This design comes from an exercise in tuning for small area on the open sky130 flow, not from production work.
The RTL was checked by simulation tests, not by an equivalence proof against the original design. The flow treats the clock pin as an ideal source, which a real chip does not have.

Setup of rev 12:
## adc16_top
module adc16_top(
 	input                  CLK,
    input                  RESET_n,
	input                  RX1,
	output                 TX1,
    input   wire           CLKOUT_U10_n,
    input   wire           CLKOUT_U11_n,
    input   wire           CLKOUT_U12_n,
    input   wire           CLKOUT_U13_n,
    input   wire           CLKOUT_U14_n,
    input   wire           CLKOUT_U15_n,
    input   wire           CLKOUT_U16_n,
    input   wire           CLKOUT_U17_n,
    input   wire           CLKOUT_U18_n,
    input   wire           CLKOUT_U19_n,
    input   wire           CLKOUT_U20_n,
    input   wire           CLKOUT_U21_n,
    input   wire           CLKOUT_U22_n,
    input   wire           CLKOUT_U23_n,
    input   wire           CLKOUT_U24_n,
    input   wire           CLKOUT_U25_n,
    input   wire           CLKOUT_U10_p,
    input   wire           CLKOUT_U11_p,
    input   wire           CLKOUT_U12_p,
    input   wire           CLKOUT_U13_p,
    input   wire           CLKOUT_U14_p,
    input   wire           CLKOUT_U15_p,
    input   wire           CLKOUT_U16_p,
    input   wire           CLKOUT_U17_p,
    input   wire           CLKOUT_U18_p,
    input   wire           CLKOUT_U19_p,
    input   wire           CLKOUT_U20_p,
    input   wire           CLKOUT_U21_p,
    input   wire           CLKOUT_U22_p,
    input   wire           CLKOUT_U23_p,
    input   wire           CLKOUT_U24_p,
    input   wire           CLKOUT_U25_p,
    input   wire  [15:0]   DATA_IN_U10,
    input   wire  [15:0]   DATA_IN_U11,
    input   wire  [15:0]   DATA_IN_U12,
    input   wire  [15:0]   DATA_IN_U13,
    input   wire  [15:0]   DATA_IN_U14,
    input   wire  [15:0]   DATA_IN_U15,
    input   wire  [15:0]   DATA_IN_U16,
    input   wire  [15:0]   DATA_IN_U17,
    input   wire  [15:0]   DATA_IN_U18,
    input   wire  [15:0]   DATA_IN_U19,
    input   wire  [15:0]   DATA_IN_U20,
    input   wire  [15:0]   DATA_IN_U21,
    input   wire  [15:0]   DATA_IN_U22,
    input   wire  [15:0]   DATA_IN_U23,
    input   wire  [15:0]   DATA_IN_U24,
    input   wire  [15:0]   DATA_IN_U25
	);
export LEC_CHECK = 0
export CAP_MARGIN = 0
export CORE_MARGIN = 2
export CORE_UTILIZATION = 65
export PLACE_DENSITY = 0.75
export SLEW_MARGIN = 0
create_clock -name core_clock -period 20.0 [get_ports {CLK}]
standard.sh (not shown) runs the stock make flow with config.mk's settings and CLKGATE_MAP_FILE= SYNTH_SCRIPT=/design/flow/synth_recipe.tcl, a recipe that flattens the netlist after the stock synthesis.
==> flow/flow/run.sh <==
#!/bin/bash
# The standard layout (standard.sh) with three changes:
#  - synthesis maps the combinational logic with an area-oriented ABC script;
#  - port buffers are sky130_fd_sc_hd__buf_1 instead of the default cell;
#  - clock-tree sinks are clustered into groups of up to 34, each driven by a
#    clkbuf_16, with clkbuf_4 above them, and without dummy loads.
set -euo pipefail
W=$PWD
export CUSTOM_ABC_SCRIPT=$W/flow/abc_area.script
export FLOW_SYNTH_TCL=$W/synth_recipe.tcl
for step in GLOBAL_PLACE RESIZE CTS GLOBAL_ROUTE; do export PRE_${step}_TCL=$W/flow/small_buffers.tcl; done
bash standard.sh \
  "SYNTH_SCRIPT=$W/flow/synth.tcl" \
  "BUFFER_PORTS_ARGS=-buffer_cell sky130_fd_sc_hd__buf_1" \
  "CTS_ARGS=-sink_clustering_enable -repair_clock_nets -sink_clustering_size 34 -sink_clustering_max_diameter 200 -root_buf sky130_fd_sc_hd__clkbuf_4 -tree_buf sky130_fd_sc_hd__clkbuf_4 -sink_clustering_buffer sky130_fd_sc_hd__clkbuf_16 -dont_use_dummy_load" \
  finish > standard.log 2>&1
==> flow/flow/abc_area.script <==
strash
&get -n
&st
&syn2
&dch
&put
amap -m
==> flow/flow/small_buffers.tcl <==
# Keep the resizer's repair buffers small: bar the larger plain buffers.
set_dont_use [get_lib_cells {sky130_fd_sc_hd__buf_4 sky130_fd_sc_hd__buf_6 sky130_fd_sc_hd__buf_8 sky130_fd_sc_hd__buf_12 sky130_fd_sc_hd__buf_16 sky130_fd_sc_hd__bufbuf_8 sky130_fd_sc_hd__bufbuf_16}]
==> flow/flow/synth.tcl <==
# The standard synthesis (synth_recipe.tcl), with Yosys's abc pass given
# an area-oriented ABC script (abc_area.script beside this file) in place of
# ORFS's speed script. Only the combinational mapping changes: the flip-flops
# are mapped by dfflibmap before abc runs, exactly as in the standard flow.
proc abc {args} {
  set i [lsearch -exact $args -script]
  if {$i >= 0} { lset args [expr {$i + 1}] $::env(CUSTOM_ABC_SCRIPT) }
  yosys abc {*}$args
}
source $::env(FLOW_SYNTH_TCL)
Edits applied to the flow inputs when going from rev 12 to rev 13:
==> flow/flow/run.sh <==
#!/bin/bash
# The standard layout (standard.sh) with three changes:
#  - synthesis maps the combinational logic with an area-oriented ABC script;
#  - port buffers are sky130_fd_sc_hd__buf_1 instead of the default cell;
#  - clock-tree sinks are clustered into groups of up to 34, without dummy loads.
set -euo pipefail
W=$PWD
export CUSTOM_ABC_SCRIPT=$W/flow/abc_area.script
export FLOW_SYNTH_TCL=$W/synth_recipe.tcl
bash standard.sh \
  "SYNTH_SCRIPT=$W/flow/synth.tcl" \
  "BUFFER_PORTS_ARGS=-buffer_cell sky130_fd_sc_hd__buf_1" \
  "CTS_ARGS=-sink_clustering_enable -repair_clock_nets -sink_clustering_size 34 -sink_clustering_max_diameter 200 -root_buf sky130_fd_sc_hd__clkbuf_8 -tree_buf sky130_fd_sc_hd__clkbuf_8 -sink_clustering_buffer sky130_fd_sc_hd__clkbuf_16 -dont_use_dummy_load" \
  finish > standard.log 2>&1
removed: flow/flow/small_buffers.tcl
### Flow results
- Final period utilization for rev 13: 1.1 points down relative to rev 12
- The final reports for rev 13 and rev 12 show pin count of the biggest net entering global routing higher in the former.
- Comparing rev 12 against rev 13, there is no change at all in register area share after synthesis.
- On area growth from synthesis to layout, rev 13 and rev 12 are neck and neck.
- Changes observed in rev 13 relative to rev 12: total length of routed wires lower; final worst hold slack went up by 0.10 ns; latest clock arrival within the worst-skew pair fell by 0.21 ns; cell count comparable.

[static timing again, ports no longer ideal]
No port has a modelled driver above. Below, the same layouts with a new extraction and two added sets of constraints. Step 1 (the two cells are an assumption about what drives the block):
set clk [get_ports {CLK}]
set_driving_cell -lib_cell sky130_fd_sc_hd__clkbuf_16 $clk
set_driving_cell -lib_cell sky130_fd_sc_hd__buf_2 [delete_from_list [all_inputs] $clk]
Step 2 times the ports against the registers' clock, not the clock port: input delays grow and output delays shrink by t, the midpoint of the rising clock arrivals with the driver on. Three values: ideal, step 1, step 2; two values: the first two.
| run | t, ns | setup WS [ns] | worst setup path after step 2 | slew at the worst register clock pin (ns) |
|---|---|---|---|---|
| rev 12 | 0.803 | 13.466 / 13.484 / 12.681 | input to register | 0.12 / 0.12 |
| rev 13 | 0.648 | 13.678 / 13.701 / 13.053 | input to register | 0.12 / 0.12 |
After both steps setup and hold are still met in every run listed. The setup slack of rev 12, which loses most, moves by +0.018 ns with the drivers and by -0.785 ns with both steps.
